This is an optimization exercise on Yosys and OpenROAD, whose aim is small area, not a production implementation. Function was checked by simulation only, so behaviour that the tests miss may differ from the original. Power is estimated from default activity; no workload was simulated.

Setup of the previous run:
## owl_ctrl
module owl_ctrl
#(
  parameter   CNT_WIDTH     = 12      
)
(
  input   wire          rst         ,
  input   wire          clk         ,
  input   wire          clk_sel     ,
  input   wire          owl_di_w    ,
  output  wire          owl_do_w    ,
  output  wire          owl_oe_w    ,
  input   wire          sfr_ready   ,
  input   wire  [7:0]   sfr_rdata   ,
  output  reg   [7:0]   sfr_wdata   ,
  output  reg   [5:0]   sfr_addrs   ,
  output  reg           sfr_rctrl   ,
  output  reg           sfr_wctrl
);
clock: 10.0 ns
lec_check: 0
cap_margin: 20
core_margin: 2
core_utilization: 70
slew_margin: 20
standard.sh (not shown) runs the stock make flow with config.mk's settings and CLKGATE_MAP_FILE= SYNTH_SCRIPT=/design/flow/synth_recipe.tcl, a recipe that flattens the netlist after the stock synthesis.
==> flow/flow/run.sh <==
#!/bin/bash
# Own flow: the standard synthesis, then an area re-map of the combinational
# logic (flip-flops untouched), then the standard layout from floorplan on.
set -euo pipefail
HERE=$(pwd)
RES=$HERE/orfs/results/$FLOW_PLATFORM/owl_ctrl/base
LIB=$FLOW_HOME/platforms/sky130hd/lib/sky130_fd_sc_hd__tt_025C_1v80.lib

bash standard.sh synth > $HERE/log_1_standard_synth.log 2>&1
cp $RES/1_2_yosys.v $HERE/std_1_2_yosys.v

# several ABC runs with different seeds; keep the smallest result
for seed in 1 2 3 4 5 6 7 8; do
  if [[ $seed -eq 5 ]]; then wait; fi
  printf 'strash\n&get -n\n&deepsyn -T 60 -S %s\n&put\ndch -f\namap\ntopo\n' $seed > $HERE/area_$seed.abc
  REMAP_LIB=$LIB REMAP_NET=$HERE/std_1_2_yosys.v REMAP_OUT=$HERE/remap_$seed.v \
  REMAP_DONTUSE=$HERE/flow/dontuse.txt REMAP_ABC=$HERE/area_$seed.abc REMAP_STAT=$HERE/remap_stat_$seed.txt \
    yosys -c $HERE/flow/remap.tcl > $HERE/log_2_remap_$seed.log 2>&1 &
done
wait
best=""; best_area=""
for seed in 1 2 3 4 5 6 7 8; do
  a=$(grep "Chip area for top module" $HERE/remap_stat_$seed.txt | awk '{print $NF}')
  if [[ -n "$a" ]] && { [[ -z "$best" ]] || awk -v x=$a -v y=$best_area 'BEGIN{exit !(x<y)}'; }; then best=$seed; best_area=$a; fi
done
echo "best seed $best area $best_area" > $HERE/remap_choice.txt
cp $HERE/remap_$best.v $HERE/remap.v

# prove the re-mapped netlist equals the standard one before using it: flip-flops are cut
# (same instances in both), the logic between them must be equal
python3 $HERE/flow/cutff.py $HERE/std_1_2_yosys.v $HERE/cec_gold.v
python3 $HERE/flow/cutff.py $HERE/remap.v $HERE/cec_gate.v
yosys -p "read_liberty -ignore_miss_func $LIB; read_verilog $HERE/cec_gold.v; rename $FLOW_TOP gold; \
  read_verilog $HERE/cec_gate.v; rename $FLOW_TOP gate; proc; flatten gold gate; opt_clean; \
  miter -equiv -flatten -make_assert gold gate miter; hierarchy -top miter; \
  sat -verify -prove-asserts miter" > $HERE/log_3_equiv.log 2>&1
test $(grep -c "sky130_fd_sc_hd__[a-z]*df\|sky130_fd_sc_hd__[a-z]*dl" $HERE/std_1_2_yosys.v) -eq \
     $(grep -c "sky130_fd_sc_hd__[a-z]*df\|sky130_fd_sc_hd__[a-z]*dl" $HERE/remap.v)

# smaller port buffers than the default pick (every port still gets one), and a clock tree
# without dummy balancing loads
export BUFFER_PORTS_ARGS="-buffer_cell sky130_fd_sc_hd__buf_1"
export CTS_ARGS="-sink_clustering_enable -repair_clock_nets -dont_use_dummy_load -buf_list sky130_fd_sc_hd__clkbuf_4 -sink_clustering_size 10 -sink_clustering_max_diameter 60"

cp $HERE/remap.v $RES/1_2_yosys.v
rm -f $RES/1_synth.odb
bash standard.sh > $HERE/log_4_standard_layout.log 2>&1
test -f out/final.def
Other scripts of this flow, unchanged in this note and not shown: flow/flow/cutff.py, flow/flow/dontuse.txt, flow/flow/remap.tcl
Inputs modified between the previous run and the current run:
--- a/flow/design.v
+++ b/flow/design.v
@@ -4,31 +4,32 @@
   input   wire          crc_en,
   input   wire          crc_clr,
   input   wire          crc_typ,
   input   wire          crc_calcu,
   input   wire  [7:0]   crc_din,
   output  wire  [15:0]  crc_dout,
   output  wire          crc_rlt
 );
-reg   [15:0]  crcdata;
+reg   [15:0]  crcdata_n;    
+wire  [15:0]  crcdata = ~crcdata_n;
 wire  [7:0]   ch;
 always
 @(negedge rst or posedge clk)
 begin
   if(~rst)
   begin
-    crcdata <= 16'hffff;
+    crcdata_n <= 16'h0000;
   end
   else  
   begin
-    if(~crc_en | crc_clr) crcdata <=  16'hffff;
+    if(~crc_en | crc_clr) crcdata_n <=  16'h0000;
     if(crc_en & crc_calcu)
     begin
-      crcdata <= {ch,crcdata[15:8]}^{5'h0,ch,3'h0}^{12'h0,ch[7:4]};
+      crcdata_n <= ~({ch,crcdata[15:8]}^{5'h0,ch,3'h0}^{12'h0,ch[7:4]});
     end
   end
 end
 assign ch = (crc_din[7:0]^crcdata[7:0])^{crc_din[3:0]^crcdata[3:0],4'h0};
 assign crc_dout = (crc_typ)?crcdata:~crcdata; 
 assign crc_rlt=(crc_dout==16'h0)?1'b1:1'b0;
 endmodule
 `timescale 1ns/1ns
@@ -89,17 +90,18 @@
 localparam    s_owl_tx_data       = 3'h5;
 localparam    s_owl_tx_eof        = 3'h6;
 localparam    s_owl_tx_stop       = 3'h7;
 reg   [CNT_WIDTH-1:0]   clk_cnt;
 reg   [3-1:0]       qbit_cnt;
 reg   [2:0]             bit_cnt;
 wire  [2:0]             bit_cnt_inc;
 reg   [7:0]             shift_reg;
-reg   [7:0]             owl_buff;
+reg   [7:0]             owl_buff_n;    
+wire  [7:0]             owl_buff = ~owl_buff_n;
 reg                     bit_stream;
 reg   [CNT_WIDTH-1:0]   owl_high_width;
 reg   [CNT_WIDTH-1:0]   rx_brate_width;
 reg                     owl_oe_w;
 reg                     owl_do_w;
 wire  [CNT_WIDTH-1:0]   cnt_end = (pstate==s_owl_rx_fsyn) ? rx_brate_width :
                                   (pstate==s_owl_rx_data) ? rx_brate_width+rx_bps : bps_set;
 wire                    cnt_hit = (clk_cnt==cnt_end);
@@ -314,26 +316,26 @@
       default:  shift_reg<=8'h0;
     endcase
   end
 end
 always
 @(negedge rst or posedge clk)
 begin
   if(~rst)
-    owl_buff<=8'hff;
+    owl_buff_n<=8'h00;
   else  
   begin
     if(nstate==s_owl_idle | nstate==s_owl_tx_bsyn | nstate==s_owl_tx_fsyn | nstate==s_owl_tx_data)
     begin
-      if(owl_wctrl) owl_buff<=owl_wdata;
+      if(owl_wctrl) owl_buff_n<=~owl_wdata;
     end
     else if(nstate==s_owl_rx_fsyn | nstate==s_owl_rx_data)
     begin
-      if(bit_cnt==3'h7 & ~(| clk_cnt)) owl_buff<=shift_reg;
+      if(bit_cnt==3'h7 & ~(| clk_cnt)) owl_buff_n<=~shift_reg;
     end
   end
 end
 assign  owl_rdata=owl_buff;
 always
 @(negedge rst or posedge clk)
 begin
   if(~rst)
==> comparison <==
- The current run against the previous run: final critical path time including I/O delays and setup higher; sequential share of layout area shows an increase of 0.54 points; clock power share climbed 6.8 points; combinational share of power went down 13 points.
- Comparing sum of internal, switching and leakage power for the previous run and the current run, the smaller number came from the current run.
- | final cell count | lower: the current run |
- Relative to the previous run, the first-pass GRT wire length measured on the current run has decreased by a little under 10%.
- Global-route usage over all layers down 1.3 points in the current run wrt the previous run
- Going from the previous run to the current run, cell area after layout shrank by a few percent.
- The current run vs. the previous run: ratio of cells with drive above 1 in the final layout dropped 3.1 points; wire length went down 7.7%.

[separate check: timing with driven ports]
Ports are ideal in the flow. The routed layouts listed here were re-timed in OpenROAD.
Step 1 assumes that a clkbuf_16 drives the clock port and a buf_2 every other input.
Step 2 adds t to the input delays and takes it off the output delays; t is the mean of the earliest and latest rising clock arrival at the registers after step 1. Input paths then give back, and output paths get back, about the clock's delay inside the block.
Slacks: no drivers / after step 1 / after step 2; pairs: no drivers / after step 1.
| run | t, ns | setup WS [ns] | clock arrival spread, ns |
|---|---|---|---|
| the previous run | 0.573 | 1.916 / 1.916 / 1.916 | 0.026 / 0.026 |
| the current run | 0.566 | 1.389 / 1.389 / 1.346 | 0.029 / 0.029 |
After both steps setup and hold are still met in every run listed. The setup slack of the current run, which loses most, moves by 0.000 ns with the drivers and by -0.043 ns with both steps.
